This design comes from an exercise in tuning for small area and a short achievable clock period on the open sky130 flow, not from production work. The RTL was checked by simulation tests, not by an equivalence proof against the original design. No activity file was given, so power comes from the tool's default toggle rates.

## flow/design.v (module list and top-level ports; edited modules follow where they fit)
// module bit_shifter_1: 12 lines
// module pe_1: 13 lines
// module conv_calc_5ks: 3059 lines
module conv_calc_5ks(
    valid_in, clk, rst,
    out_data_0, out_data_1, out_data_2, out_data_3, out_data_4, out_data_5, out_data_6, out_data_7, out_data_8, out_data_9, out_data_10, out_data_11, out_data_12, out_data_13, out_data_14, out_data_15, out_data_16, out_data_17, out_data_18, out_data_19, out_data_20, out_data_21, out_data_22, out_data_23, out_data_24,
    out_weight_0, out_weight_1, out_weight_2, out_weight_3, out_weight_4, out_weight_5, out_weight_6, out_weight_7, out_weight_8, out_weight_9, out_weight_10, out_weight_11, out_weight_12, out_weight_13, out_weight_14, out_weight_15, out_weight_16, out_weight_17, out_weight_18, out_weight_19, out_weight_20, out_weight_21, out_weight_22, out_weight_23, out_weight_24, out_weight_25, out_weight_26, out_weight_27, out_weight_28, out_weight_29, out_weight_30, out_weight_31, out_weight_32, out_weight_33, out_weight_34, out_weight_35, out_weight_36, out_weight_37, out_weight_38, out_weight_39, out_weight_40, out_weight_41, out_weight_42, out_weight_43, out_weight_44, out_weight_45, out_weight_46, out_weight_47, out_weight_48, out_weight_49, out_weight_50, out_weight_51, out_weight_52, out_weight_53, out_weight_54, out_weight_55, out_weight_56, out_weight_57, out_weight_58, out_weight_59, out_weight_60, out_weight_61, out_weight_62, out_weight_63, out_weight_64, out_weight_65, out_weight_66, out_weight_67, out_weight_68, out_weight_69, out_weight_70, out_weight_71, out_weight_72, out_weight_73, out_weight_74,
    bias_0, bias_1, bias_2,
    conv_out_1, conv_out_2, conv_out_3,
    valid_out
);
  // ...
==> flow/flow/run.sh <==
#!/bin/bash
set -euo pipefail
MARGIN=${MARGIN:-8.0}
bash standard.sh SETUP_SLACK_MARGIN=$MARGIN finish > standard.log 2>&1
==> flow/standard.sh <==
#!/bin/bash
# synth_recipe.tcl (not shown) runs the flow's synth.tcl, then flattens the netlist and writes it again
# the make line also repeats each setting of config.mk as NAME=value (left out here)
make -C /OpenROAD-flow-scripts/flow DESIGN_CONFIG=/design/flow/config.mk WORK_HOME=/design/flow/orfs CLKGATE_MAP_FILE= SYNTH_SCRIPT=/design/flow/synth_recipe.tcl "${@:-finish}"
==> flow/config.mk <==
export PLATFORM = sky130hd
export DESIGN_NAME = conv_calc_5ks
export DESIGN_NICKNAME = conv_calc_5ks
export VERILOG_FILES = /design/flow/design.v
export SDC_FILE = /design/flow/constraint.sdc
export NUM_CORES = 4
export LEC_CHECK = 0
export CAP_MARGIN = 20
export CORE_MARGIN = 2
export CORE_UTILIZATION = 40
export SLEW_MARGIN = 20
export TNS_END_PERCENT = 0
==> flow/constraint.sdc <==
create_clock -name core_clock -period 14.0 [get_ports {clk}]
set_input_delay 2.8000 -clock core_clock [delete_from_list [all_inputs] [get_ports {clk}]]
set_output_delay 2.8000 -clock core_clock [all_outputs]
set_load 0.01 [all_outputs]
==> run_results.csv, run 1 <==
group,metric,value,unit
floorplanning,die_area,0.1673,mm²
logic_synthesis,ys_warn_count,1,
cells_and_area,diodes,41,
cells_and_area,clock_area_share,1.353,%
cells_and_area,finish.utilization,44.93,%
critical_path,path_depth,8,
clocking,cts.hold.buffers_added,0,
power,fin_total_pwr,19.93,mW
power,p_seq,1.43,mW
power,internal_power,9.299,mW
clocking,cts_buffer_depth,3,
logic_synthesis,ys_types,65,
placement,port_buffers,563,
drt,top_layer_used,"met5",
logic_synthesis,syn_nets,9423,
power,combPwrFrac,88.7,%
drt,vias_per_cell,5.926,
sta,setup_viol,0,
drt,first_pass_iters,8,
job,cap_violations,0,
logic_synthesis,synthTopCellsByArea,"fa_1 34%, xnor2_1 14%, dfxtp_1 6.6%, mux2i_1 6.6%, a21oi_1 4.9%",
drt,drtIter0Drc,7881,
clocking,clock-root-buffer,"clkbuf_16",
critical_path,cp.arrival,7.57,ns
grt,grt_first_pass_wirelength,444.5,mm
placement,routabilityCongestion,1.128,
logic_synthesis,syn_inst,7673,
sta,rsz0062_at_grt,"yes",
outcome,status,"no timing/DRC/antenna violations",
logic_synthesis,synth_top_family_by_area,"adder cells",
sta,period_minus_slack,7.020,ns
drt,drtAntennaViolNets,0,
cells_and_area,area_delta_synth_final,11.44,%
sta,fin_setup_tns,0,ns
logic_synthesis,synth_mux_area_share,7.775,%
placement,hpwl,283.7,mm
cells_and_area,register_area,0.004349,mm²
critical_path,worstSetupEndpoint,"r2_7_0$_DFF_P_",
cells_and_area,multi_input_area,0.05640,mm²
cells_and_area,final_common_cell,"fa_1",
cells_and_area,layout_common_cells,"1,089 x fa_1, 1,025 x xnor2_1, 712 x inv_1",
==> run 2: changes to the inputs <==
--- a/flow/design.v
+++ b/flow/design.v
@@ -1802,19 +1802,19 @@
 assign {t0_c121, t0_s121} = {~w[13][3]} + {~w[14][3]} + {~w[15][3]};
 assign {t0_c122, t0_s122} = {~w[16][3]} + {~w[17][3]} + {~w[18][3]};
 assign {t0_c123, t0_s123} = {~w[19][3]} + {~w[20][3]};
 assign {t0_c124, t0_s124} = {pp0_12[0]} + {pp0_13[0]} + {pp0_14[0]};
 assign {t0_c125, t0_s125} = {pp0_15[0]} + {pp0_16[0]} + {pp0_17[0]};
 assign {t0_c126, t0_s126} = {pp0_18[0]} + {pp0_19[0]} + {pp0_20[0]};
 assign {t0_c127, t0_s127} = {pp0_18[1]} + {pp0_19[1]} + {pp0_20[1]};
 assign {t0_c128, t0_s128} = {pp0_21[1]} + {pp0_22[1]} + {pp0_23[1]};
-assign {t0_c129, t0_s129} = {pp0_24[1]} + {p0_c18} + {t0_s25};
-assign {t0_c130, t0_s130} = {t0_s26} + {t0_s27} + {t0_s28};
-assign {t0_c131, t0_s131} = {t0_s29} + {t0_s30};
+assign {t0_c129, t0_s129} = {pp0_24[1]} + {t0_s25} + {t0_s26};
+assign {t0_c130, t0_s130} = {t0_s27} + {t0_s28} + {t0_s29};
+assign {t0_c131, t0_s131} = {t0_s30} + {t0_c21};
 assign {t0_c132, t0_s132} = {pp0_21[2]} + {pp0_22[2]} + {pp0_23[2]};
 assign {t0_c133, t0_s133} = {pp0_24[2]} + {t0_s31} + {t0_s32};
 assign {t0_c134, t0_s134} = {t0_s33} + {t0_s34} + {t0_s35};
 assign {t0_c135, t0_s135} = {t0_s36} + {t0_s37} + {t0_c25};
 assign {t0_c136, t0_s136} = {t0_c26} + {t0_c27} + {t0_c28};
 assign {t0_c137, t0_s137} = {t0_c29} + {t0_c30};
 assign {t0_c138, t0_s138} = {pp0_23[3]} + {pp0_24[3]} + {t0_s45};
 assign {t0_c139, t0_s139} = {t0_s38} + {t0_s39} + {t0_s40};
@@ -1885,20 +1885,20 @@
 assign {t0_c204, t0_s204} = {~w[21][3]} + {~w[22][3]} + {~w[23][3]};
 assign {t0_c205, t0_s205} = {~w[24][3]} + {t0_s123} + {t0_s116};
 assign {t0_c206, t0_s206} = {t0_s117} + {t0_s118} + {t0_s119};
 assign {t0_c207, t0_s207} = {t0_s120} + {t0_s121} + {t0_s122};
 assign {t0_c208, t0_s208} = {t0_c109} + {t0_c110} + {t0_c111};
 assign {t0_c209, t0_s209} = {t0_c112} + {t0_c113} + {t0_c114};
 assign {t0_c210, t0_s210} = {~bias_0[7]} + {t0_c123} + {t0_c116};
 assign {t0_c211, t0_s211} = {pp0_21[0]} + {pp0_22[0]} + {pp0_23[0]};
-assign {t0_c212, t0_s212} = {pp0_24[0]} + {p0_s15} + {p0_s18};
-assign {t0_c213, t0_s213} = {t0_c21} + {t0_c22} + {t0_c23};
-assign {t0_c214, t0_s214} = {t0_c24} + {t0_s127} + {t0_s128};
-assign {t0_c215, t0_s215} = {t0_c124} + {t0_c125} + {t0_c126};
+assign {t0_c212, t0_s212} = {pp0_24[0]} + {t0_s21} + {t0_s22};
+assign {t0_c213, t0_s213} = {t0_c22} + {t0_c23} + {t0_c24};
+assign {t0_c214, t0_s214} = {t0_s127} + {t0_s128} + {t0_c124};
+assign {t0_c215, t0_s215} = {t0_c125} + {t0_c126} + {t0_s131};
 assign {t0_c216, t0_s216} = {t0_s132} + {t0_c127} + {t0_c128};
 assign {t0_c217, t0_s217} = {t0_s137} + {t0_c131} + {t0_s133};
 assign {t0_c218, t0_s218} = {t0_s134} + {t0_s135} + {t0_s136};
 assign {t0_c219, t0_s219} = {t0_c129} + {t0_c130};
 assign {t0_c220, t0_s220} = {t0_c132} + {t0_s138} + {t0_c137};
 assign {t0_c221, t0_s221} = {t0_s139} + {t0_s140} + {t0_s141};
 assign {t0_c222, t0_s222} = {t0_s142} + {t0_c133} + {t0_c134};
 assign {t0_c223, t0_s223} = {t0_c135} + {t0_c136} + {p0_c20};
@@ -1937,38 +1937,38 @@
 assign {t0_c256, t0_s256} = {t0_c101} + {t0_s192} + {t0_c186};
 assign {t0_c257, t0_s257} = {t0_s193} + {t0_s194} + {t0_s195};
 assign {t0_c258, t0_s258} = {t0_s196} + {t0_s197} + {t0_c187};
 assign {t0_c259, t0_s259} = {t0_c188} + {t0_c189} + {t0_c190};
 assign {t0_c260, t0_s260} = {t0_c108} + {t0_s198} + {t0_c192};
 assign {t0_c261, t0_s261} = {t0_s199} + {t0_s200} + {t0_s201};
 assign {t0_c262, t0_s262} = {t0_s202} + {t0_s203} + {t0_c193};
 assign {t0_c263, t0_s263} = {t0_c194} + {t0_c195} + {t0_c196};
-assign {t0_c264, t0_s264} = {t0_s204} + {t0_s205} + {t0_s206};
-assign {t0_c265, t0_s265} = {t0_s207} + {t0_c115} + {t0_c198};
+assign {t0_c264, t0_s264} = {t0_s204} + {t0_c115} + {t0_c198};
+assign {t0_c265, t0_s265} = {t0_s205} + {t0_s206} + {t0_s207};
 assign {t0_c266, t0_s266} = {t0_s208} + {t0_s209} + {t0_c199};
 assign {t0_c267, t0_s267} = {t0_c200} + {t0_c201} + {t0_c202};
 assign {t0_c268, t0_s268} = {t0_c117} + {t0_c118} + {t0_c119};
 assign {t0_c269, t0_s269} = {t0_c120} + {t0_c121} + {t0_c122};
 assign {t0_c270, t0_s270} = {t0_c204} + {t0_s210} + {t0_c205};
 assign {t0_c271, t0_s271} = {t0_c206} + {t0_c207} + {t0_c208};
-assign {t0_c272, t0_s272} = {t0_s21} + {t0_s22} + {t0_s23};
-assign {t0_c273, t0_s273} = {t0_s24} + {t0_s124};
-assign {t0_c274, t0_s274} = {t0_c211} + {t0_s131} + {t0_c212};
-assign {t0_c275, t0_s275} = {t0_s129} + {t0_s130} + {t0_s213};
-assign {t0_c276, t0_s276} = {t0_s214} + {t0_s215};
+assign {t0_c272, t0_s272} = {t0_s23} + {t0_s24} + {t0_s124};
+assign {t0_c273, t0_s273} = {t0_s125} + {t0_s126};
+assign {t0_c274, t0_s274} = {t0_c211} + {t0_s129} + {t0_s130};
+assign {t0_c275, t0_s275} = {t0_s213} + {t0_s214} + {t0_c212};
+assign {t0_c276, t0_s276} = {p0_c18} + {t0_s215};
 assign {t0_c277, t0_s277} = {t0_s216} + {t0_c213} + {t0_c214};
-assign {t0_c278, t0_s278} = {t0_c215} + {p0_s20} + {p0_c19};
-assign {t0_c279, t0_s279} = {t0_s219} + {t0_s217} + {t0_s218};
-assign {t0_c280, t0_s280} = {t0_c216} + {t0_s143} + {t0_s220};
-assign {t0_c281, t0_s281} = {t0_c219} + {t0_s221} + {t0_s222};
-assign {t0_c282, t0_s282} = {t0_c217} + {t0_c218} + {t0_s223};
-assign {t0_c283, t0_s283} = {t0_c143} + {t0_s224} + {t0_c220};
-assign {t0_c284, t0_s284} = {t0_s225} + {t0_s226} + {t0_s227};
-assign {t0_c285, t0_s285} = {t0_c221} + {t0_c222} + {t0_c223};
+assign {t0_c278, t0_s278} = {t0_c215} + {t0_s219} + {t0_s217};
+assign {t0_c279, t0_s279} = {t0_s218} + {p0_s20} + {p0_c19};
+assign {t0_c280, t0_s280} = {t0_c216} + {t0_s220} + {t0_c219};
+assign {t0_c281, t0_s281} = {t0_s221} + {t0_s222} + {t0_c217};
+assign {t0_c282, t0_s282} = {t0_c218} + {t0_s143} + {t0_s223};
+assign {t0_c283, t0_s283} = {t0_s224} + {t0_c220} + {t0_s225};
+assign {t0_c284, t0_s284} = {t0_s226} + {t0_s227} + {t0_c221};
+assign {t0_c285, t0_s285} = {t0_c222} + {t0_c143} + {t0_c223};
 assign {t0_c286, t0_s286} = {t0_c149} + {t0_s228} + {t0_c224};
 assign {t0_c287, t0_s287} = {t0_s229} + {t0_s230} + {t0_s231};
 assign {t0_c288, t0_s288} = {t0_c225} + {t0_c226} + {t0_c227};
 assign {t0_c289, t0_s289} = {t0_c155} + {t0_s232} + {t0_c228};
 assign {t0_c290, t0_s290} = {t0_s233} + {t0_s234} + {t0_s235};
 assign {t0_c291, t0_s291} = {t0_c229} + {t0_c230} + {t0_c231};
 assign {t0_c292, t0_s292} = {t0_c161} + {t0_s236} + {t0_c232};
 assign {t0_c293, t0_s293} = {t0_s237} + {t0_s238} + {t0_s239};
@@ -1986,35 +1986,35 @@
 assign {t0_c305, t0_s305} = {t0_s253} + {t0_s254} + {t0_s255};
 assign {t0_c306, t0_s306} = {t0_c249} + {t0_c250} + {t0_c251};
 assign {t0_c307, t0_s307} = {t0_c191} + {t0_s256} + {t0_c252};
 assign {t0_c308, t0_s308} = {t0_s257} + {t0_s258} + {t0_s259};
 assign {t0_c309, t0_s309} = {t0_c253} + {t0_c254} + {t0_c255};
 assign {t0_c310, t0_s310} = {t0_c197} + {t0_s260} + {t0_c256};
 assign {t0_c311, t0_s311} = {t0_s261} + {t0_s262} + {t0_s263};
 assign {t0_c312, t0_s312} = {t0_c257} + {t0_c258} + {t0_c259};
-assign {t0_c313, t0_s313} = {t0_s264} + {t0_c203} + {t0_s265};
-assign {t0_c314, t0_s314} = {t0_c260} + {t0_s266} + {t0_s267};
+assign {t0_c313, t0_s313} = {t0_c203} + {t0_s264} + {t0_c260};
+assign {t0_c314, t0_s314} = {t0_s265} + {t0_s266} + {t0_s267};
 assign {t0_c315, t0_s315} = {t0_c261} + {t0_c262} + {t0_c263};
-assign {t0_c316, t0_s316} = {t0_s268} + {t0_s269} + {t0_s270};
-assign {t0_c317, t0_s317} = {t0_c264} + {t0_c209} + {t0_c265};
+assign {t0_c316, t0_s316} = {t0_s268} + {t0_s269} + {t0_c209};
+assign {t0_c317, t0_s317} = {t0_c264} + {t0_s270} + {t0_c265};
 assign {t0_c318, t0_s318} = {t0_s271} + {t0_c266} + {t0_c267};
 assign {t0_c319, t0_s319} = {1'b1} + {t0_c210} + {t0_c268};
 assign {t0_c320, t0_s320} = {t0_c269} + {t0_c270};
-assign {t0_c321, t0_s321} = {t0_s125} + {t0_s126} + {t0_s211};
-assign {t0_c322, t0_s322} = {t0_c273} + {t0_c272} + {p0_s19};
-assign {t0_c323, t0_s323} = {t0_s274} + {t0_s276};
-assign {t0_c324, t0_s324} = {t0_c274} + {t0_c276} + {t0_s277};
-assign {t0_c325, t0_s325} = {t0_c275} + {t0_s278} + {t0_s279};
-assign {t0_c326, t0_s326} = {t0_c277} + {t0_s280} + {t0_c278};
-assign {t0_c327, t0_s327} = {t0_s281} + {t0_c279} + {t0_s282};
-assign {t0_c328, t0_s328} = {t0_s283} + {t0_c280} + {t0_s284};
+assign {t0_c321, t0_s321} = {t0_s211} + {t0_s273} + {p0_s15};
+assign {t0_c322, t0_s322} = {t0_c273} + {t0_c272} + {t0_s274};
+assign {t0_c323, t0_s323} = {t0_s275} + {t0_s276};
+assign {t0_c324, t0_s324} = {t0_s277} + {t0_c274} + {t0_c275};
+assign {t0_c325, t0_s325} = {t0_c276} + {t0_s278} + {t0_s279};
+assign {t0_c326, t0_s326} = {t0_c277} + {t0_s280} + {t0_s281};
+assign {t0_c327, t0_s327} = {t0_c278} + {t0_c279} + {t0_s282};
+assign {t0_c328, t0_s328} = {t0_c280} + {t0_s283} + {t0_s284};
 assign {t0_c329, t0_s329} = {t0_c281} + {t0_s285} + {t0_c282};
-assign {t0_c330, t0_s330} = {t0_s286} + {t0_c283} + {t0_s287};
-assign {t0_c331, t0_s331} = {t0_s288} + {t0_c284} + {t0_c285};
+assign {t0_c330, t0_s330} = {t0_s286} + {t0_s287} + {t0_s288};
+assign {t0_c331, t0_s331} = {t0_c283} + {t0_c284} + {t0_c285};
 assign {t0_c332, t0_s332} = {t0_s289} + {t0_c286} + {t0_s290};
 assign {t0_c333, t0_s333} = {t0_s291} + {t0_c287} + {t0_c288};
 assign {t0_c334, t0_s334} = {t0_s292} + {t0_c289} + {t0_s293};
 assign {t0_c335, t0_s335} = {t0_s294} + {t0_c290} + {t0_c291};
 assign {t0_c336, t0_s336} = {t0_s295} + {t0_c292} + {t0_s296};
 assign {t0_c337, t0_s337} = {t0_s297} + {t0_c293} + {t0_c294};
 assign {t0_c338, t0_s338} = {t0_s298} + {t0_c295} + {t0_s299};
 assign {t0_c339, t0_s339} = {t0_s300} + {t0_c296} + {t0_c297};
@@ -2023,20 +2023,20 @@
 assign {t0_c342, t0_s342} = {t0_s304} + {t0_c301} + {t0_s305};
 assign {t0_c343, t0_s343} = {t0_s306} + {t0_c302} + {t0_c303};
 assign {t0_c344, t0_s344} = {t0_s307} + {t0_c304} + {t0_s308};
 assign {t0_c345, t0_s345} = {t0_s309} + {t0_c305} + {t0_c306};
 assign {t0_c346, t0_s346} = {t0_s310} + {t0_c307} + {t0_s311};
 assign {t0_c347, t0_s347} = {t0_s312} + {t0_c308} + {t0_c309};
 assign {t0_c348, t0_s348} = {t0_s313} + {t0_c310} + {t0_s314};
 assign {t0_c349, t0_s349} = {t0_s315} + {t0_c311} + {t0_c312};
-assign {t0_c350, t0_s350} = {t0_s316} + {t0_s317} + {t0_c313};
+assign {t0_c350, t0_s350} = {t0_s316} + {t0_c313} + {t0_s317};
 assign {t0_c351, t0_s351} = {t0_s318} + {t0_c314} + {t0_c315};
-assign {t0_c352, t0_s352} = {t0_s319} + {t0_s320} + {t0_c316};
-assign {t0_c353, t0_s353} = {t0_c271} + {t0_c317} + {t0_c318};
+assign {t0_c352, t0_s352} = {t0_s319} + {t0_c271} + {t0_c316};
+assign {t0_c353, t0_s353} = {t0_s320} + {t0_c317} + {t0_c318};
 assign {t0_c354, t0_s354} = {r0_0_0} + {r0_0_1};
 assign {t0_c355, t0_s355} = {r0_1_0} + {r0_1_1} + {r0_1_2};
 assign {t0_c356, t0_s356} = {r0_2_0} + {r0_2_1} + {r0_2_2};
 assign {t0_c357, t0_s357} = {r0_3_0} + {r0_3_1} + {r0_3_2};
 assign {t0_c358, t0_s358} = {r0_4_0} + {r0_4_1} + {r0_4_2};
 assign {t0_c359, t0_s359} = {r0_5_0} + {r0_5_1} + {r0_5_2};
 assign {t0_c360, t0_s360} = {r0_6_0} + {r0_6_1} + {r0_6_2};
 assign {t0_c361, t0_s361} = {r0_7_0} + {r0_7_1} + {r0_7_2};
@@ -2195,19 +2195,19 @@
 assign {t1_c511, t1_s511} = {~w[38][3]} + {~w[39][3]} + {~w[40][3]};
 assign {t1_c512, t1_s512} = {~w[41][3]} + {~w[42][3]} + {~w[43][3]};
 assign {t1_c513, t1_s513} = {~w[44][3]} + {~w[45][3]};
 assign {t1_c514, t1_s514} = {pp1_12[0]} + {pp1_13[0]} + {pp1_14[0]};
 assign {t1_c515, t1_s515} = {pp1_15[0]} + {pp1_16[0]} + {pp1_17[0]};
 assign {t1_c516, t1_s516} = {pp1_18[0]} + {pp1_19[0]} + {pp1_20[0]};
 assign {t1_c517, t1_s517} = {pp1_18[1]} + {pp1_19[1]} + {pp1_20[1]};
 assign {t1_c518, t1_s518} = {pp1_21[1]} + {pp1_22[1]} + {pp1_23[1]};
-assign {t1_c519, t1_s519} = {pp1_24[1]} + {p1_c408} + {t1_s415};
-assign {t1_c520, t1_s520} = {t1_s416} + {t1_s417} + {t1_s418};
-assign {t1_c521, t1_s521} = {t1_s419} + {t1_s420};
+assign {t1_c519, t1_s519} = {pp1_24[1]} + {t1_s415} + {t1_s416};
+assign {t1_c520, t1_s520} = {t1_s417} + {t1_s418} + {t1_s419};
+assign {t1_c521, t1_s521} = {t1_s420} + {t1_c411};
 assign {t1_c522, t1_s522} = {pp1_21[2]} + {pp1_22[2]} + {pp1_23[2]};
 assign {t1_c523, t1_s523} = {pp1_24[2]} + {t1_s421} + {t1_s422};
 assign {t1_c524, t1_s524} = {t1_s423} + {t1_s424} + {t1_s425};
 assign {t1_c525, t1_s525} = {t1_s426} + {t1_s427} + {t1_c415};
 assign {t1_c526, t1_s526} = {t1_c416} + {t1_c417} + {t1_c418};
 assign {t1_c527, t1_s527} = {t1_c419} + {t1_c420};
 assign {t1_c528, t1_s528} = {pp1_23[3]} + {pp1_24[3]} + {t1_s435};
 assign {t1_c529, t1_s529} = {t1_s428} + {t1_s429} + {t1_s430};
@@ -2278,20 +2278,20 @@
 assign {t1_c594, t1_s594} = {~w[46][3]} + {~w[47][3]} + {~w[48][3]};
 assign {t1_c595, t1_s595} = {~w[49][3]} + {t1_s513} + {t1_s506};
 assign {t1_c596, t1_s596} = {t1_s507} + {t1_s508} + {t1_s509};
 assign {t1_c597, t1_s597} = {t1_s510} + {t1_s511} + {t1_s512};
 assign {t1_c598, t1_s598} = {t1_c499} + {t1_c500} + {t1_c501};
 assign {t1_c599, t1_s599} = {t1_c502} + {t1_c503} + {t1_c504};
 assign {t1_c600, t1_s600} = {~bias_1[7]} + {t1_c513} + {t1_c506};
 assign {t1_c601, t1_s601} = {pp1_21[0]} + {pp1_22[0]} + {pp1_23[0]};
-assign {t1_c602, t1_s602} = {pp1_24[0]} + {p1_s405} + {p1_s408};
-assign {t1_c603, t1_s603} = {t1_c411} + {t1_c412} + {t1_c413};
-assign {t1_c604, t1_s604} = {t1_c414} + {t1_s517} + {t1_s518};
-assign {t1_c605, t1_s605} = {t1_c514} + {t1_c515} + {t1_c516};
+assign {t1_c602, t1_s602} = {pp1_24[0]} + {t1_s411} + {t1_s412};
+assign {t1_c603, t1_s603} = {t1_c412} + {t1_c413} + {t1_c414};
+assign {t1_c604, t1_s604} = {t1_s517} + {t1_s518} + {t1_c514};
+assign {t1_c605, t1_s605} = {t1_c515} + {t1_c516} + {t1_s521};
 assign {t1_c606, t1_s606} = {t1_s522} + {t1_c517} + {t1_c518};
 assign {t1_c607, t1_s607} = {t1_s527} + {t1_c521} + {t1_s523};
 assign {t1_c608, t1_s608} = {t1_s524} + {t1_s525} + {t1_s526};
 assign {t1_c609, t1_s609} = {t1_c519} + {t1_c520};
 assign {t1_c610, t1_s610} = {t1_c522} + {t1_s528} + {t1_c527};
 assign {t1_c611, t1_s611} = {t1_s529} + {t1_s530} + {t1_s531};
 assign {t1_c612, t1_s612} = {t1_s532} + {t1_c523} + {t1_c524};
 assign {t1_c613, t1_s613} = {t1_c525} + {t1_c526} + {p1_c410};
@@ -2330,38 +2330,38 @@
 assign {t1_c646, t1_s646} = {t1_c491} + {t1_s582} + {t1_c576};
 assign {t1_c647, t1_s647} = {t1_s583} + {t1_s584} + {t1_s585};
 assign {t1_c648, t1_s648} = {t1_s586} + {t1_s587} + {t1_c577};
 assign {t1_c649, t1_s649} = {t1_c578} + {t1_c579} + {t1_c580};
 assign {t1_c650, t1_s650} = {t1_c498} + {t1_s588} + {t1_c582};
 assign {t1_c651, t1_s651} = {t1_s589} + {t1_s590} + {t1_s591};
 assign {t1_c652, t1_s652} = {t1_s592} + {t1_s593} + {t1_c583};
 assign {t1_c653, t1_s653} = {t1_c584} + {t1_c585} + {t1_c586};
-assign {t1_c654, t1_s654} = {t1_s594} + {t1_s595} + {t1_s596};
-assign {t1_c655, t1_s655} = {t1_s597} + {t1_c505} + {t1_c588};
+assign {t1_c654, t1_s654} = {t1_s594} + {t1_c505} + {t1_c588};
+assign {t1_c655, t1_s655} = {t1_s595} + {t1_s596} + {t1_s597};
 assign {t1_c656, t1_s656} = {t1_s598} + {t1_s599} + {t1_c589};
 assign {t1_c657, t1_s657} = {t1_c590} + {t1_c591} + {t1_c592};
 assign {t1_c658, t1_s658} = {t1_c507} + {t1_c508} + {t1_c509};
 assign {t1_c659, t1_s659} = {t1_c510} + {t1_c511} + {t1_c512};
 assign {t1_c660, t1_s660} = {t1_c594} + {t1_s600} + {t1_c595};
 assign {t1_c661, t1_s661} = {t1_c596} + {t1_c597} + {t1_c598};
-assign {t1_c662, t1_s662} = {t1_s411} + {t1_s412} + {t1_s413};
-assign {t1_c663, t1_s663} = {t1_s414} + {t1_s514};
-assign {t1_c664, t1_s664} = {t1_c601} + {t1_s521} + {t1_c602};
-assign {t1_c665, t1_s665} = {t1_s519} + {t1_s520} + {t1_s603};
-assign {t1_c666, t1_s666} = {t1_s604} + {t1_s605};
+assign {t1_c662, t1_s662} = {t1_s413} + {t1_s414} + {t1_s514};
+assign {t1_c663, t1_s663} = {t1_s515} + {t1_s516};
+assign {t1_c664, t1_s664} = {t1_c601} + {t1_s519} + {t1_s520};
+assign {t1_c665, t1_s665} = {t1_s603} + {t1_s604} + {t1_c602};
+assign {t1_c666, t1_s666} = {p1_c408} + {t1_s605};
 assign {t1_c667, t1_s667} = {t1_s606} + {t1_c603} + {t1_c604};
-assign {t1_c668, t1_s668} = {t1_c605} + {p1_s410} + {p1_c409};
-assign {t1_c669, t1_s669} = {t1_s609} + {t1_s607} + {t1_s608};
-assign {t1_c670, t1_s670} = {t1_c606} + {t1_s533} + {t1_s610};
-assign {t1_c671, t1_s671} = {t1_c609} + {t1_s611} + {t1_s612};
-assign {t1_c672, t1_s672} = {t1_c607} + {t1_c608} + {t1_s613};
-assign {t1_c673, t1_s673} = {t1_c533} + {t1_s614} + {t1_c610};
-assign {t1_c674, t1_s674} = {t1_s615} + {t1_s616} + {t1_s617};
-assign {t1_c675, t1_s675} = {t1_c611} + {t1_c612} + {t1_c613};
+assign {t1_c668, t1_s668} = {t1_c605} + {t1_s609} + {t1_s607};
+assign {t1_c669, t1_s669} = {t1_s608} + {p1_s410} + {p1_c409};
+assign {t1_c670, t1_s670} = {t1_c606} + {t1_s610} + {t1_c609};
+assign {t1_c671, t1_s671} = {t1_s611} + {t1_s612} + {t1_c607};
+assign {t1_c672, t1_s672} = {t1_c608} + {t1_s533} + {t1_s613};
+assign {t1_c673, t1_s673} = {t1_s614} + {t1_c610} + {t1_s615};
+assign {t1_c674, t1_s674} = {t1_s616} + {t1_s617} + {t1_c611};
+assign {t1_c675, t1_s675} = {t1_c612} + {t1_c533} + {t1_c613};
 assign {t1_c676, t1_s676} = {t1_c539} + {t1_s618} + {t1_c614};
 assign {t1_c677, t1_s677} = {t1_s619} + {t1_s620} + {t1_s621};
 assign {t1_c678, t1_s678} = {t1_c615} + {t1_c616} + {t1_c617};
 assign {t1_c679, t1_s679} = {t1_c545} + {t1_s622} + {t1_c618};
 assign {t1_c680, t1_s680} = {t1_s623} + {t1_s624} + {t1_s625};
 assign {t1_c681, t1_s681} = {t1_c619} + {t1_c620} + {t1_c621};
 assign {t1_c682, t1_s682} = {t1_c551} + {t1_s626} + {t1_c622};
 assign {t1_c683, t1_s683} = {t1_s627} + {t1_s628} + {t1_s629};
@@ -2379,35 +2379,35 @@
 assign {t1_c695, t1_s695} = {t1_s643} + {t1_s644} + {t1_s645};
 assign {t1_c696, t1_s696} = {t1_c639} + {t1_c640} + {t1_c641};
 assign {t1_c697, t1_s697} = {t1_c581} + {t1_s646} + {t1_c642};
 assign {t1_c698, t1_s698} = {t1_s647} + {t1_s648} + {t1_s649};
 assign {t1_c699, t1_s699} = {t1_c643} + {t1_c644} + {t1_c645};
 assign {t1_c700, t1_s700} = {t1_c587} + {t1_s650} + {t1_c646};
 assign {t1_c701, t1_s701} = {t1_s651} + {t1_s652} + {t1_s653};
 assign {t1_c702, t1_s702} = {t1_c647} + {t1_c648} + {t1_c649};
-assign {t1_c703, t1_s703} = {t1_s654} + {t1_c593} + {t1_s655};
-assign {t1_c704, t1_s704} = {t1_c650} + {t1_s656} + {t1_s657};
+assign {t1_c703, t1_s703} = {t1_c593} + {t1_s654} + {t1_c650};
+assign {t1_c704, t1_s704} = {t1_s655} + {t1_s656} + {t1_s657};
 assign {t1_c705, t1_s705} = {t1_c651} + {t1_c652} + {t1_c653};
-assign {t1_c706, t1_s706} = {t1_s658} + {t1_s659} + {t1_s660};
-assign {t1_c707, t1_s707} = {t1_c654} + {t1_c599} + {t1_c655};
+assign {t1_c706, t1_s706} = {t1_s658} + {t1_s659} + {t1_c599};
+assign {t1_c707, t1_s707} = {t1_c654} + {t1_s660} + {t1_c655};
 assign {t1_c708, t1_s708} = {t1_s661} + {t1_c656} + {t1_c657};
 assign {t1_c709, t1_s709} = {1'b1} + {t1_c600} + {t1_c658};
 assign {t1_c710, t1_s710} = {t1_c659} + {t1_c660};
-assign {t1_c711, t1_s711} = {t1_s515} + {t1_s516} + {t1_s601};
-assign {t1_c712, t1_s712} = {t1_c663} + {t1_c662} + {p1_s409};
-assign {t1_c713, t1_s713} = {t1_s664} + {t1_s666};
-assign {t1_c714, t1_s714} = {t1_c664} + {t1_c666} + {t1_s667};
-assign {t1_c715, t1_s715} = {t1_c665} + {t1_s668} + {t1_s669};
-assign {t1_c716, t1_s716} = {t1_c667} + {t1_s670} + {t1_c668};
-assign {t1_c717, t1_s717} = {t1_s671} + {t1_c669} + {t1_s672};
-assign {t1_c718, t1_s718} = {t1_s673} + {t1_c670} + {t1_s674};
+assign {t1_c711, t1_s711} = {t1_s601} + {t1_s663} + {p1_s405};
+assign {t1_c712, t1_s712} = {t1_c663} + {t1_c662} + {t1_s664};
+assign {t1_c713, t1_s713} = {t1_s665} + {t1_s666};
+assign {t1_c714, t1_s714} = {t1_s667} + {t1_c664} + {t1_c665};
+assign {t1_c715, t1_s715} = {t1_c666} + {t1_s668} + {t1_s669};
+assign {t1_c716, t1_s716} = {t1_c667} + {t1_s670} + {t1_s671};
+assign {t1_c717, t1_s717} = {t1_c668} + {t1_c669} + {t1_s672};
+assign {t1_c718, t1_s718} = {t1_c670} + {t1_s673} + {t1_s674};
 assign {t1_c719, t1_s719} = {t1_c671} + {t1_s675} + {t1_c672};
-assign {t1_c720, t1_s720} = {t1_s676} + {t1_c673} + {t1_s677};
-assign {t1_c721, t1_s721} = {t1_s678} + {t1_c674} + {t1_c675};
+assign {t1_c720, t1_s720} = {t1_s676} + {t1_s677} + {t1_s678};
+assign {t1_c721, t1_s721} = {t1_c673} + {t1_c674} + {t1_c675};
 assign {t1_c722, t1_s722} = {t1_s679} + {t1_c676} + {t1_s680};
 assign {t1_c723, t1_s723} = {t1_s681} + {t1_c677} + {t1_c678};
 assign {t1_c724, t1_s724} = {t1_s682} + {t1_c679} + {t1_s683};
 assign {t1_c725, t1_s725} = {t1_s684} + {t1_c680} + {t1_c681};
 assign {t1_c726, t1_s726} = {t1_s685} + {t1_c682} + {t1_s686};
 assign {t1_c727, t1_s727} = {t1_s687} + {t1_c683} + {t1_c684};
 assign {t1_c728, t1_s728} = {t1_s688} + {t1_c685} + {t1_s689};
 assign {t1_c729, t1_s729} = {t1_s690} + {t1_c686} + {t1_c687};
@@ -2416,20 +2416,20 @@
 assign {t1_c732, t1_s732} = {t1_s694} + {t1_c691} + {t1_s695};
 assign {t1_c733, t1_s733} = {t1_s696} + {t1_c692} + {t1_c693};
 assign {t1_c734, t1_s734} = {t1_s697} + {t1_c694} + {t1_s698};
 assign {t1_c735, t1_s735} = {t1_s699} + {t1_c695} + {t1_c696};
 assign {t1_c736, t1_s736} = {t1_s700} + {t1_c697} + {t1_s701};
 assign {t1_c737, t1_s737} = {t1_s702} + {t1_c698} + {t1_c699};
 assign {t1_c738, t1_s738} = {t1_s703} + {t1_c700} + {t1_s704};
 assign {t1_c739, t1_s739} = {t1_s705} + {t1_c701} + {t1_c702};
-assign {t1_c740, t1_s740} = {t1_s706} + {t1_s707} + {t1_c703};
+assign {t1_c740, t1_s740} = {t1_s706} + {t1_c703} + {t1_s707};
 assign {t1_c741, t1_s741} = {t1_s708} + {t1_c704} + {t1_c705};
-assign {t1_c742, t1_s742} = {t1_s709} + {t1_s710} + {t1_c706};
-assign {t1_c743, t1_s743} = {t1_c661} + {t1_c707} + {t1_c708};
+assign {t1_c742, t1_s742} = {t1_s709} + {t1_c661} + {t1_c706};
+assign {t1_c743, t1_s743} = {t1_s710} + {t1_c707} + {t1_c708};
 assign {t1_c744, t1_s744} = {r1_0_0} + {r1_0_1};
 assign {t1_c745, t1_s745} = {r1_1_0} + {r1_1_1} + {r1_1_2};
 assign {t1_c746, t1_s746} = {r1_2_0} + {r1_2_1} + {r1_2_2};
 assign {t1_c747, t1_s747} = {r1_3_0} + {r1_3_1} + {r1_3_2};
 assign {t1_c748, t1_s748} = {r1_4_0} + {r1_4_1} + {r1_4_2};
 assign {t1_c749, t1_s749} = {r1_5_0} + {r1_5_1} + {r1_5_2};
 assign {t1_c750, t1_s750} = {r1_6_0} + {r1_6_1} + {r1_6_2};
 assign {t1_c751, t1_s751} = {r1_7_0} + {r1_7_1} + {r1_7_2};
@@ -2588,19 +2588,19 @@
 assign {t2_c901, t2_s901} = {~w[63][3]} + {~w[64][3]} + {~w[65][3]};
 assign {t2_c902, t2_s902} = {~w[66][3]} + {~w[67][3]} + {~w[68][3]};
 assign {t2_c903, t2_s903} = {~w[69][3]} + {~w[70][3]};
 assign {t2_c904, t2_s904} = {pp2_12[0]} + {pp2_13[0]} + {pp2_14[0]};
 assign {t2_c905, t2_s905} = {pp2_15[0]} + {pp2_16[0]} + {pp2_17[0]};
 assign {t2_c906, t2_s906} = {pp2_18[0]} + {pp2_19[0]} + {pp2_20[0]};
 assign {t2_c907, t2_s907} = {pp2_18[1]} + {pp2_19[1]} + {pp2_20[1]};
 assign {t2_c908, t2_s908} = {pp2_21[1]} + {pp2_22[1]} + {pp2_23[1]};
-assign {t2_c909, t2_s909} = {pp2_24[1]} + {p2_c798} + {t2_s805};
-assign {t2_c910, t2_s910} = {t2_s806} + {t2_s807} + {t2_s808};
-assign {t2_c911, t2_s911} = {t2_s809} + {t2_s810};
+assign {t2_c909, t2_s909} = {pp2_24[1]} + {t2_s805} + {t2_s806};
+assign {t2_c910, t2_s910} = {t2_s807} + {t2_s808} + {t2_s809};
+assign {t2_c911, t2_s911} = {t2_s810} + {t2_c801};
 assign {t2_c912, t2_s912} = {pp2_21[2]} + {pp2_22[2]} + {pp2_23[2]};
 assign {t2_c913, t2_s913} = {pp2_24[2]} + {t2_s811} + {t2_s812};
 assign {t2_c914, t2_s914} = {t2_s813} + {t2_s814} + {t2_s815};
 assign {t2_c915, t2_s915} = {t2_s816} + {t2_s817} + {t2_c805};
 assign {t2_c916, t2_s916} = {t2_c806} + {t2_c807} + {t2_c808};
 assign {t2_c917, t2_s917} = {t2_c809} + {t2_c810};
 assign {t2_c918, t2_s918} = {pp2_23[3]} + {pp2_24[3]} + {t2_s825};
 assign {t2_c919, t2_s919} = {t2_s818} + {t2_s819} + {t2_s820};
@@ -2671,20 +2671,20 @@
 assign {t2_c984, t2_s984} = {~w[71][3]} + {~w[72][3]} + {~w[73][3]};
 assign {t2_c985, t2_s985} = {~w[74][3]} + {t2_s903} + {t2_s896};
 assign {t2_c986, t2_s986} = {t2_s897} + {t2_s898} + {t2_s899};
 assign {t2_c987, t2_s987} = {t2_s900} + {t2_s901} + {t2_s902};
 assign {t2_c988, t2_s988} = {t2_c889} + {t2_c890} + {t2_c891};
 assign {t2_c989, t2_s989} = {t2_c892} + {t2_c893} + {t2_c894};
 assign {t2_c990, t2_s990} = {~bias_2[7]} + {t2_c903} + {t2_c896};
 assign {t2_c991, t2_s991} = {pp2_21[0]} + {pp2_22[0]} + {pp2_23[0]};
-assign {t2_c992, t2_s992} = {pp2_24[0]} + {p2_s795} + {p2_s798};
-assign {t2_c993, t2_s993} = {t2_c801} + {t2_c802} + {t2_c803};
-assign {t2_c994, t2_s994} = {t2_c804} + {t2_s907} + {t2_s908};
-assign {t2_c995, t2_s995} = {t2_c904} + {t2_c905} + {t2_c906};
+assign {t2_c992, t2_s992} = {pp2_24[0]} + {t2_s801} + {t2_s802};
+assign {t2_c993, t2_s993} = {t2_c802} + {t2_c803} + {t2_c804};
+assign {t2_c994, t2_s994} = {t2_s907} + {t2_s908} + {t2_c904};
+assign {t2_c995, t2_s995} = {t2_c905} + {t2_c906} + {t2_s911};
 assign {t2_c996, t2_s996} = {t2_s912} + {t2_c907} + {t2_c908};
 assign {t2_c997, t2_s997} = {t2_s917} + {t2_c911} + {t2_s913};
 assign {t2_c998, t2_s998} = {t2_s914} + {t2_s915} + {t2_s916};
 assign {t2_c999, t2_s999} = {t2_c909} + {t2_c910};
 assign {t2_c1000, t2_s1000} = {t2_c912} + {t2_s918} + {t2_c917};
 assign {t2_c1001, t2_s1001} = {t2_s919} + {t2_s920} + {t2_s921};
 assign {t2_c1002, t2_s1002} = {t2_s922} + {t2_c913} + {t2_c914};
 assign {t2_c1003, t2_s1003} = {t2_c915} + {t2_c916} + {p2_c800};
@@ -2723,38 +2723,38 @@
 assign {t2_c1036, t2_s1036} = {t2_c881} + {t2_s972} + {t2_c966};
 assign {t2_c1037, t2_s1037} = {t2_s973} + {t2_s974} + {t2_s975};
 assign {t2_c1038, t2_s1038} = {t2_s976} + {t2_s977} + {t2_c967};
 assign {t2_c1039, t2_s1039} = {t2_c968} + {t2_c969} + {t2_c970};
 assign {t2_c1040, t2_s1040} = {t2_c888} + {t2_s978} + {t2_c972};
 assign {t2_c1041, t2_s1041} = {t2_s979} + {t2_s980} + {t2_s981};
 assign {t2_c1042, t2_s1042} = {t2_s982} + {t2_s983} + {t2_c973};
 assign {t2_c1043, t2_s1043} = {t2_c974} + {t2_c975} + {t2_c976};
-assign {t2_c1044, t2_s1044} = {t2_s984} + {t2_s985} + {t2_s986};
-assign {t2_c1045, t2_s1045} = {t2_s987} + {t2_c895} + {t2_c978};
+assign {t2_c1044, t2_s1044} = {t2_s984} + {t2_c895} + {t2_c978};
+assign {t2_c1045, t2_s1045} = {t2_s985} + {t2_s986} + {t2_s987};
 assign {t2_c1046, t2_s1046} = {t2_s988} + {t2_s989} + {t2_c979};
 assign {t2_c1047, t2_s1047} = {t2_c980} + {t2_c981} + {t2_c982};
 assign {t2_c1048, t2_s1048} = {t2_c897} + {t2_c898} + {t2_c899};
 assign {t2_c1049, t2_s1049} = {t2_c900} + {t2_c901} + {t2_c902};
 assign {t2_c1050, t2_s1050} = {t2_c984} + {t2_s990} + {t2_c985};
 assign {t2_c1051, t2_s1051} = {t2_c986} + {t2_c987} + {t2_c988};
-assign {t2_c1052, t2_s1052} = {t2_s801} + {t2_s802} + {t2_s803};
-assign {t2_c1053, t2_s1053} = {t2_s804} + {t2_s904};
-assign {t2_c1054, t2_s1054} = {t2_c991} + {t2_s911} + {t2_c992};
-assign {t2_c1055, t2_s1055} = {t2_s909} + {t2_s910} + {t2_s993};
-assign {t2_c1056, t2_s1056} = {t2_s994} + {t2_s995};
+assign {t2_c1052, t2_s1052} = {t2_s803} + {t2_s804} + {t2_s904};
+assign {t2_c1053, t2_s1053} = {t2_s905} + {t2_s906};
+assign {t2_c1054, t2_s1054} = {t2_c991} + {t2_s909} + {t2_s910};
+assign {t2_c1055, t2_s1055} = {t2_s993} + {t2_s994} + {t2_c992};
+assign {t2_c1056, t2_s1056} = {p2_c798} + {t2_s995};
 assign {t2_c1057, t2_s1057} = {t2_s996} + {t2_c993} + {t2_c994};
-assign {t2_c1058, t2_s1058} = {t2_c995} + {p2_s800} + {p2_c799};
-assign {t2_c1059, t2_s1059} = {t2_s999} + {t2_s997} + {t2_s998};
-assign {t2_c1060, t2_s1060} = {t2_c996} + {t2_s923} + {t2_s1000};
-assign {t2_c1061, t2_s1061} = {t2_c999} + {t2_s1001} + {t2_s1002};
-assign {t2_c1062, t2_s1062} = {t2_c997} + {t2_c998} + {t2_s1003};
-assign {t2_c1063, t2_s1063} = {t2_c923} + {t2_s1004} + {t2_c1000};
-assign {t2_c1064, t2_s1064} = {t2_s1005} + {t2_s1006} + {t2_s1007};
-assign {t2_c1065, t2_s1065} = {t2_c1001} + {t2_c1002} + {t2_c1003};
+assign {t2_c1058, t2_s1058} = {t2_c995} + {t2_s999} + {t2_s997};
+assign {t2_c1059, t2_s1059} = {t2_s998} + {p2_s800} + {p2_c799};
+assign {t2_c1060, t2_s1060} = {t2_c996} + {t2_s1000} + {t2_c999};
+assign {t2_c1061, t2_s1061} = {t2_s1001} + {t2_s1002} + {t2_c997};
+assign {t2_c1062, t2_s1062} = {t2_c998} + {t2_s923} + {t2_s1003};
+assign {t2_c1063, t2_s1063} = {t2_s1004} + {t2_c1000} + {t2_s1005};
+assign {t2_c1064, t2_s1064} = {t2_s1006} + {t2_s1007} + {t2_c1001};
+assign {t2_c1065, t2_s1065} = {t2_c1002} + {t2_c923} + {t2_c1003};
 assign {t2_c1066, t2_s1066} = {t2_c929} + {t2_s1008} + {t2_c1004};
 assign {t2_c1067, t2_s1067} = {t2_s1009} + {t2_s1010} + {t2_s1011};
 assign {t2_c1068, t2_s1068} = {t2_c1005} + {t2_c1006} + {t2_c1007};
 assign {t2_c1069, t2_s1069} = {t2_c935} + {t2_s1012} + {t2_c1008};
 assign {t2_c1070, t2_s1070} = {t2_s1013} + {t2_s1014} + {t2_s1015};
 assign {t2_c1071, t2_s1071} = {t2_c1009} + {t2_c1010} + {t2_c1011};
 assign {t2_c1072, t2_s1072} = {t2_c941} + {t2_s1016} + {t2_c1012};
 assign {t2_c1073, t2_s1073} = {t2_s1017} + {t2_s1018} + {t2_s1019};
@@ -2772,35 +2772,35 @@
 assign {t2_c1085, t2_s1085} = {t2_s1033} + {t2_s1034} + {t2_s1035};
 assign {t2_c1086, t2_s1086} = {t2_c1029} + {t2_c1030} + {t2_c1031};
 assign {t2_c1087, t2_s1087} = {t2_c971} + {t2_s1036} + {t2_c1032};
 assign {t2_c1088, t2_s1088} = {t2_s1037} + {t2_s1038} + {t2_s1039};
 assign {t2_c1089, t2_s1089} = {t2_c1033} + {t2_c1034} + {t2_c1035};
 assign {t2_c1090, t2_s1090} = {t2_c977} + {t2_s1040} + {t2_c1036};
 assign {t2_c1091, t2_s1091} = {t2_s1041} + {t2_s1042} + {t2_s1043};
 assign {t2_c1092, t2_s1092} = {t2_c1037} + {t2_c1038} + {t2_c1039};
-assign {t2_c1093, t2_s1093} = {t2_s1044} + {t2_c983} + {t2_s1045};
-assign {t2_c1094, t2_s1094} = {t2_c1040} + {t2_s1046} + {t2_s1047};
+assign {t2_c1093, t2_s1093} = {t2_c983} + {t2_s1044} + {t2_c1040};
+assign {t2_c1094, t2_s1094} = {t2_s1045} + {t2_s1046} + {t2_s1047};
 assign {t2_c1095, t2_s1095} = {t2_c1041} + {t2_c1042} + {t2_c1043};
-assign {t2_c1096, t2_s1096} = {t2_s1048} + {t2_s1049} + {t2_s1050};
-assign {t2_c1097, t2_s1097} = {t2_c1044} + {t2_c989} + {t2_c1045};
+assign {t2_c1096, t2_s1096} = {t2_s1048} + {t2_s1049} + {t2_c989};
+assign {t2_c1097, t2_s1097} = {t2_c1044} + {t2_s1050} + {t2_c1045};
 assign {t2_c1098, t2_s1098} = {t2_s1051} + {t2_c1046} + {t2_c1047};
 assign {t2_c1099, t2_s1099} = {1'b1} + {t2_c990} + {t2_c1048};
 assign {t2_c1100, t2_s1100} = {t2_c1049} + {t2_c1050};
-assign {t2_c1101, t2_s1101} = {t2_s905} + {t2_s906} + {t2_s991};
-assign {t2_c1102, t2_s1102} = {t2_c1053} + {t2_c1052} + {p2_s799};
-assign {t2_c1103, t2_s1103} = {t2_s1054} + {t2_s1056};
-assign {t2_c1104, t2_s1104} = {t2_c1054} + {t2_c1056} + {t2_s1057};
-assign {t2_c1105, t2_s1105} = {t2_c1055} + {t2_s1058} + {t2_s1059};
-assign {t2_c1106, t2_s1106} = {t2_c1057} + {t2_s1060} + {t2_c1058};
-assign {t2_c1107, t2_s1107} = {t2_s1061} + {t2_c1059} + {t2_s1062};
-assign {t2_c1108, t2_s1108} = {t2_s1063} + {t2_c1060} + {t2_s1064};
+assign {t2_c1101, t2_s1101} = {t2_s991} + {t2_s1053} + {p2_s795};
+assign {t2_c1102, t2_s1102} = {t2_c1053} + {t2_c1052} + {t2_s1054};
+assign {t2_c1103, t2_s1103} = {t2_s1055} + {t2_s1056};
+assign {t2_c1104, t2_s1104} = {t2_s1057} + {t2_c1054} + {t2_c1055};
+assign {t2_c1105, t2_s1105} = {t2_c1056} + {t2_s1058} + {t2_s1059};
+assign {t2_c1106, t2_s1106} = {t2_c1057} + {t2_s1060} + {t2_s1061};
+assign {t2_c1107, t2_s1107} = {t2_c1058} + {t2_c1059} + {t2_s1062};
+assign {t2_c1108, t2_s1108} = {t2_c1060} + {t2_s1063} + {t2_s1064};
 assign {t2_c1109, t2_s1109} = {t2_c1061} + {t2_s1065} + {t2_c1062};
-assign {t2_c1110, t2_s1110} = {t2_s1066} + {t2_c1063} + {t2_s1067};
-assign {t2_c1111, t2_s1111} = {t2_s1068} + {t2_c1064} + {t2_c1065};
+assign {t2_c1110, t2_s1110} = {t2_s1066} + {t2_s1067} + {t2_s1068};
+assign {t2_c1111, t2_s1111} = {t2_c1063} + {t2_c1064} + {t2_c1065};
 assign {t2_c1112, t2_s1112} = {t2_s1069} + {t2_c1066} + {t2_s1070};
 assign {t2_c1113, t2_s1113} = {t2_s1071} + {t2_c1067} + {t2_c1068};
 assign {t2_c1114, t2_s1114} = {t2_s1072} + {t2_c1069} + {t2_s1073};
 assign {t2_c1115, t2_s1115} = {t2_s1074} + {t2_c1070} + {t2_c1071};
 assign {t2_c1116, t2_s1116} = {t2_s1075} + {t2_c1072} + {t2_s1076};
 assign {t2_c1117, t2_s1117} = {t2_s1077} + {t2_c1073} + {t2_c1074};
 assign {t2_c1118, t2_s1118} = {t2_s1078} + {t2_c1075} + {t2_s1079};
 assign {t2_c1119, t2_s1119} = {t2_s1080} + {t2_c1076} + {t2_c1077};
@@ -2809,20 +2809,20 @@
 assign {t2_c1122, t2_s1122} = {t2_s1084} + {t2_c1081} + {t2_s1085};
 assign {t2_c1123, t2_s1123} = {t2_s1086} + {t2_c1082} + {t2_c1083};
 assign {t2_c1124, t2_s1124} = {t2_s1087} + {t2_c1084} + {t2_s1088};
 assign {t2_c1125, t2_s1125} = {t2_s1089} + {t2_c1085} + {t2_c1086};
 assign {t2_c1126, t2_s1126} = {t2_s1090} + {t2_c1087} + {t2_s1091};
 assign {t2_c1127, t2_s1127} = {t2_s1092} + {t2_c1088} + {t2_c1089};
 assign {t2_c1128, t2_s1128} = {t2_s1093} + {t2_c1090} + {t2_s1094};
 assign {t2_c1129, t2_s1129} = {t2_s1095} + {t2_c1091} + {t2_c1092};
-assign {t2_c1130, t2_s1130} = {t2_s1096} + {t2_s1097} + {t2_c1093};
+assign {t2_c1130, t2_s1130} = {t2_s1096} + {t2_c1093} + {t2_s1097};
 assign {t2_c1131, t2_s1131} = {t2_s1098} + {t2_c1094} + {t2_c1095};
-assign {t2_c1132, t2_s1132} = {t2_s1099} + {t2_s1100} + {t2_c1096};
-assign {t2_c1133, t2_s1133} = {t2_c1051} + {t2_c1097} + {t2_c1098};
+assign {t2_c1132, t2_s1132} = {t2_s1099} + {t2_c1051} + {t2_c1096};
+assign {t2_c1133, t2_s1133} = {t2_s1100} + {t2_c1097} + {t2_c1098};
 assign {t2_c1134, t2_s1134} = {r2_0_0} + {r2_0_1};
 assign {t2_c1135, t2_s1135} = {r2_1_0} + {r2_1_1} + {r2_1_2};
 assign {t2_c1136, t2_s1136} = {r2_2_0} + {r2_2_1} + {r2_2_2};
 assign {t2_c1137, t2_s1137} = {r2_3_0} + {r2_3_1} + {r2_3_2};
 assign {t2_c1138, t2_s1138} = {r2_4_0} + {r2_4_1} + {r2_4_2};
 assign {t2_c1139, t2_s1139} = {r2_5_0} + {r2_5_1} + {r2_5_2};
 assign {t2_c1140, t2_s1140} = {r2_6_0} + {r2_6_1} + {r2_6_2};
 assign {t2_c1141, t2_s1141} = {r2_7_0} + {r2_7_1} + {r2_7_2};
@@ -2857,20 +2857,20 @@
 assign sa2 = {1'b1, t2_c1151, t2_s1169, t2_s1168, t2_s1167, t2_s1166, t2_s1165, t2_s1164, t2_s1163, t2_s1162, t2_s1161, t2_s1160, t2_s1159, t2_s1158, t2_s1157, t2_s1156, t2_s1155, t2_s1154, t2_s1153, t2_s1134};
 assign sb2 = {1'b0, t2_c1169, t2_c1168, t2_c1167, t2_c1166, t2_c1165, t2_c1164, t2_c1163, t2_c1162, t2_c1161, t2_c1160, t2_c1159, t2_c1158, t2_c1157, t2_c1156, t2_c1155, t2_c1154, t2_c1153, t2_c1152, t2_s1152};
 assign sum2 = sa2 + sb2;
 always @(posedge clk or posedge rst)
     if (rst) valid_out <= 1'b0;
     else valid_out <= valid_in;
 always @(posedge clk) begin
     r0_0_0 <= t0_s212;
-    r0_0_1 <= t0_s273;
-    r0_0_2 <= t0_s272;
+    r0_0_1 <= t0_s272;
+    r0_0_2 <= p0_s18;
     r0_0_3 <= t0_s321;
-    r0_1_0 <= t0_s275;
+    r0_1_0 <= p0_s19;
     r0_1_1 <= t0_s322;
     r0_1_2 <= t0_s323;
     r0_1_3 <= t0_c321;
     r0_2_0 <= t0_s324;
     r0_2_1 <= t0_s325;
     r0_2_2 <= t0_c322;
     r0_2_3 <= t0_c323;
     r0_3_0 <= t0_s326;
@@ -2929,20 +2929,20 @@
     r0_16_1 <= t0_s353;
     r0_16_2 <= t0_c350;
     r0_16_3 <= t0_c351;
     r0_17_0 <= t0_c319;
     r0_17_1 <= t0_c320;
     r0_17_2 <= t0_c352;
     r0_17_3 <= t0_c353;
     r1_0_0 <= t1_s602;
-    r1_0_1 <= t1_s663;
-    r1_0_2 <= t1_s662;
+    r1_0_1 <= t1_s662;
+    r1_0_2 <= p1_s408;
     r1_0_3 <= t1_s711;
-    r1_1_0 <= t1_s665;
+    r1_1_0 <= p1_s409;
     r1_1_1 <= t1_s712;
     r1_1_2 <= t1_s713;
     r1_1_3 <= t1_c711;
     r1_2_0 <= t1_s714;
     r1_2_1 <= t1_s715;
     r1_2_2 <= t1_c712;
     r1_2_3 <= t1_c713;
     r1_3_0 <= t1_s716;
@@ -3001,20 +3001,20 @@
     r1_16_1 <= t1_s743;
     r1_16_2 <= t1_c740;
     r1_16_3 <= t1_c741;
     r1_17_0 <= t1_c709;
     r1_17_1 <= t1_c710;
     r1_17_2 <= t1_c742;
     r1_17_3 <= t1_c743;
     r2_0_0 <= t2_s992;
-    r2_0_1 <= t2_s1053;
-    r2_0_2 <= t2_s1052;
+    r2_0_1 <= t2_s1052;
+    r2_0_2 <= p2_s798;
     r2_0_3 <= t2_s1101;
-    r2_1_0 <= t2_s1055;
+    r2_1_0 <= p2_s799;
     r2_1_1 <= t2_s1102;
     r2_1_2 <= t2_s1103;
     r2_1_3 <= t2_c1101;
     r2_2_0 <= t2_s1104;
     r2_2_1 <= t2_s1105;
     r2_2_2 <= t2_c1102;
     r2_2_3 <= t2_c1103;
     r2_3_0 <= t2_s1106;
==> flow/flow/run.sh (replaced) <==
#!/bin/bash
set -euo pipefail
MARGIN=${MARGIN:-7.5}
bash standard.sh SETUP_SLACK_MARGIN=$MARGIN finish > standard.log 2>&1
--- a/flow/config.mk
+++ b/flow/config.mk
@@ -4,9 +4,8 @@
 export VERILOG_FILES = /design/flow/design.v
 export SDC_FILE = /design/flow/constraint.sdc
 export NUM_CORES = 4
 export LEC_CHECK = 0
 export CAP_MARGIN = 20
 export CORE_MARGIN = 2
 export CORE_UTILIZATION = 40
 export SLEW_MARGIN = 20
-export TNS_END_PERCENT = 0
==> run_results.csv, run 2 <==
group,metric,value,unit
sta,tightest_slew,0.9327,ns
clocking,clock_sinks,217,
critical_path,crit_path_end_kind,"primary output",
sta,setup_viol,0,
drt,num_vias,60190,
sta,period_minus_slack,6.714,ns
grt,antenna_found_initial,77,
cells_and_area,postLayoutCellArea,0.07597,mm²
min_path,min_path_type,"in2async",
power,leakage,30.41,nW
logic_synthesis,synth-seq-cells,217,
placement,place_area,0.07195,mm²
sta,hold_viol,0,
clocking,numCtsBuffers,27,
clocking,ctsHtreeMaxLevel,1,
drt,first_pass_iters,6,
grt,grt_max_degree,25,
cells_and_area,final_common_cell,"fa_1",
placement,hpwl,287.8,mm
logic_synthesis,ys_async_sr_fraction,0.4608,%
grt,grt_pass1_vias,56640,
critical_path,critPathMaxStageDelay,0.53,ns
floorplanning,die_h,410.3,µm
critical_path,cp_slowest_cell,"fa_1",
logic_synthesis,synthTopCellsByArea,"fa_1 34%, xnor2_1 14%, dfxtp_1 6.5%, mux2i_1 6.3%, a21oi_1 4.8%",
sta,relSlewSlack,37.82,%
drt,vias_per_cell,5.977,
power,power.share.switching,53.68,%
critical_path,path_max_fanout,3,
clocking,cts_tree,"built",
power,switching_power,12.04,mW
logic_synthesis,ys_top_cells_by_count,"1,110 x fa_1, 1,051 x xnor2_1, 696 x inv_1",
critical_path,startpoint_type,"register",
logic_synthesis,synth_edf_count,0,
drt,drtAntennaViolNets,0,
power,fin_total_pwr,22.44,mW
grt,grt_first_pass_wirelength,450.2,mm
sta,rsz0062_at_grt,"yes",
floorplanning,die_area,0.1684,mm²
power,p_clk_share,3.7,%
sta,maxSlewViolCount,0,
critical_path,required,11.20,ns
sta,fin_crit_sh,47.96,%
drt,wire_per_inst,33.05,µm
placement,routabilityCongestion,1.106,
floorplanning,std_cell_rows,149,
logic_synthesis,seq_area_frac_synth,6.586,%
grt,grt.overflow.total,0,
logic_synthesis,synth.most_common_cell,"fa_1",
clocking,cts_buffer_depth,3,
critical_path,cp.arrival,3.91,ns
floorplanning,fp.coreArea,0.1644,mm²
drt,totalWireLength,332.8,mm
logic_synthesis,syn_nets,9484,
logic_synthesis,ys.flop_type,"dfxtp_1",
sta,max_freq,0.1489,GHz
clocking,clock-root-buffer,"clkbuf_16",
clocking,clk_pin_slew_worst_paths,0.07,ns
logic_synthesis,syn_area_per_cell,8.539,µm²
sta,fin_setup_tns,0,ns
power,combPwrFrac,89.9,%
placement,port_buffers,563,
drt,drtIter0Drc,8140,
logic_synthesis,synth_top_area_cell,"fa_1",
cells_and_area,drive_above_1_share,16.97,%
cells_and_area,layout_common_cells,"977 x fa_1, 930 x xnor2_1, 656 x inv_1",
power,seqPwrFrac,6.4,%
floorplanning,start_util,40.16,%
logic_synthesis,syn_area,0.06604,mm²
cells_and_area,fill_cells,16380,
logic_synthesis,yosysTopAreaCellShare,33.65,%
power,internal_power,10.39,mW
power,p_per_area,295.3,mW/mm²
floorplanning,io_pins,564,
grt,track_usage,38.52,%
cells_and_area,final_nets,9567,
outcome,status,"no timing/DRC/antenna violations",
logic_synthesis,syn_inst,7733,
job,cap_violations,0,
floorplanning,dieWidth,410.3,µm
logic_synthesis,ys_types,70,
cells_and_area,area_delta_synth_final,15.05,%
logic_synthesis,ys_warn_count,1,
critical_path,crit_type,"reg2out",
drt,drc,0,
power,vdd_drop_max,0.3532,mV
clocking,cts.hold.buffers_added,0,
critical_path,path_cells,"fa_1, inv_1, fa_1, inv_1, ha_1, nand4_1, nand3b_1, a2111oi_4, nor3_4, buf_6, a221o_1, xor2_1, buf_2",
==> run 2: cell types whose count changed in the layout (fill, tap and decap cells not counted), sizes merged, moves of 23 or more <==
cell	before	now
and3	21	44
inv	750	697
clkbuf	108	240
dlygate4sd2	159	45
nor2	472	409
nand2	430	500
buf	53	319
clkinvlp	6	35
clkdlybuf4s50	221	63
==> run 2: timing repair <==
action,CTS,global route
cloned,0,1
setup endpoints to repair,214,171
resized for setup,1634,1124
setup buffers,97,55
pin swaps,91,134
==> run 2: worst max-delay path by stage <==
stage | start | cells after the start | slack, ns | endpoint
CTS | r2_8_2$_DFF_P_ | 10 | 7.33 | conv_out_3[8]
global route | r1_1_2$_DFF_P_ | 13 | 7.19 | conv_out_2[6]
detailed placement | out_data_16[7] | 13 | 5.94 | r1_10_0$_DFF_P_
floorplan | out_weight_33[3] | 14 | 7.49 | r1_3_1$_DFF_P_
finish | r1_1_2$_DFF_P_ | 13 | 7.29 | conv_out_2[6]
global placement | out_weight_39[2] | 13 | 5.81 | r1_9_0$_DFF_P_
==> run 2: layout make-up <==
cell class                      count  area [µm²]  share of cell area (%)
Multi-Input combinational cell   6079       59080                   77.77
Timing Repair Buffer              729        5558                   7.316
Sequential cell                   217        4365                   5.746
Inverter                          762        3128                   4.117
Tap cell                         2189        2739                   3.605
Clock buffer                       36       719.4                  0.9470
Clock inverter                     13       265.3                  0.3491
Antenna cell                       45       112.6                  0.1482
==> run 2: power by group through the flow <==
stage,registers [mW],clock network [mW],logic [mW]
detailed placement,1.44,0,18.2
global placement,1.44,0,18.1
global route,1.47,0.848,21.8
floorplan,1.39,0,10.7
CTS,1.43,0.827,18.9
finish,1.44,0.823,20.2
==> run 2: stage by stage <==
stage | util (%) | setup WS (ns) | cells | hold WS, ns
floorplan | - | 7.491 | 7733 | 2.529
global placement | 43.76 | 5.810 | 9823 | 2.940
detailed placement | 43.76 | 5.940 | 9823 | 2.941
CTS | 45.63 | 7.333 | 9969 | 2.284
global route | 46.16 | 7.194 | 10040 | 2.318
finish | 46.20 | 7.286 | 10070 | 2.298
==> run 2: layer usage <==
layer / global-route usage [%] / routed length [µm]
met1: 52.09 / 132600
met2: 57.30 / 141200
met3: 10.00 / 37520
met4: 18.08 / 21180
met5: 0 / 375
==> run 2: worst max-delay path: cells and delay by family, from the launching register on <==
kind | cells | cell delay [ns]
fa+ha+maj | 3 | 1.27
compound gates | 2 | 0.77
buf+inv | 4 | 0.40
simple gates | 3 | 0.39
flops | 1 | 0.32
xor+xnor | 1 | 0.17
==> run 2: cells by family (layout without fill, tap and decap cells) <==
kind of cell	Yosys count	after routing	share of synthesized area, %
adder cells (fa/ha/maj)	1224	1224	35.81
AND/OR/NAND/NOR	1616	1616	11.91
flip-flops	217	217	6.586
multiplexers	477	477	7.342
XOR/XNOR	1074	1074	14.24
buffers and inverters	1437	1540	8.248
AO/OA/AOI/OAI	1688	1688	15.86
other	0	45	0

-- port drivers added, routing unchanged --
The flow's constraints put no driver on any port. The routed layouts listed below were extracted and timed again, unchanged, in two steps. Step 1: set_driving_cell puts a clkbuf_16 on clk and a buf_2 on each other input, an assumption about the parent block. Step 2, shift: input delay + t, output delay - t, t = (earliest + latest rising clock arrival at the registers) / 2. This alone moves slack from input paths to output paths. a / b / c = ideal ports / drivers / drivers and shift; a / b = the first two.
run	t, ns	slack for setup (ns)	worst setup path after step 2
run 1	0.738	6.980 / 7.005 / 6.267	input to register
run 2	0.706	7.286 / 7.191 / 6.757	input to register
After both steps setup and hold are still met in every run listed. The setup slack of run 1, which loses most, moves by +0.025 ns with the drivers and by -0.713 ns with both steps.
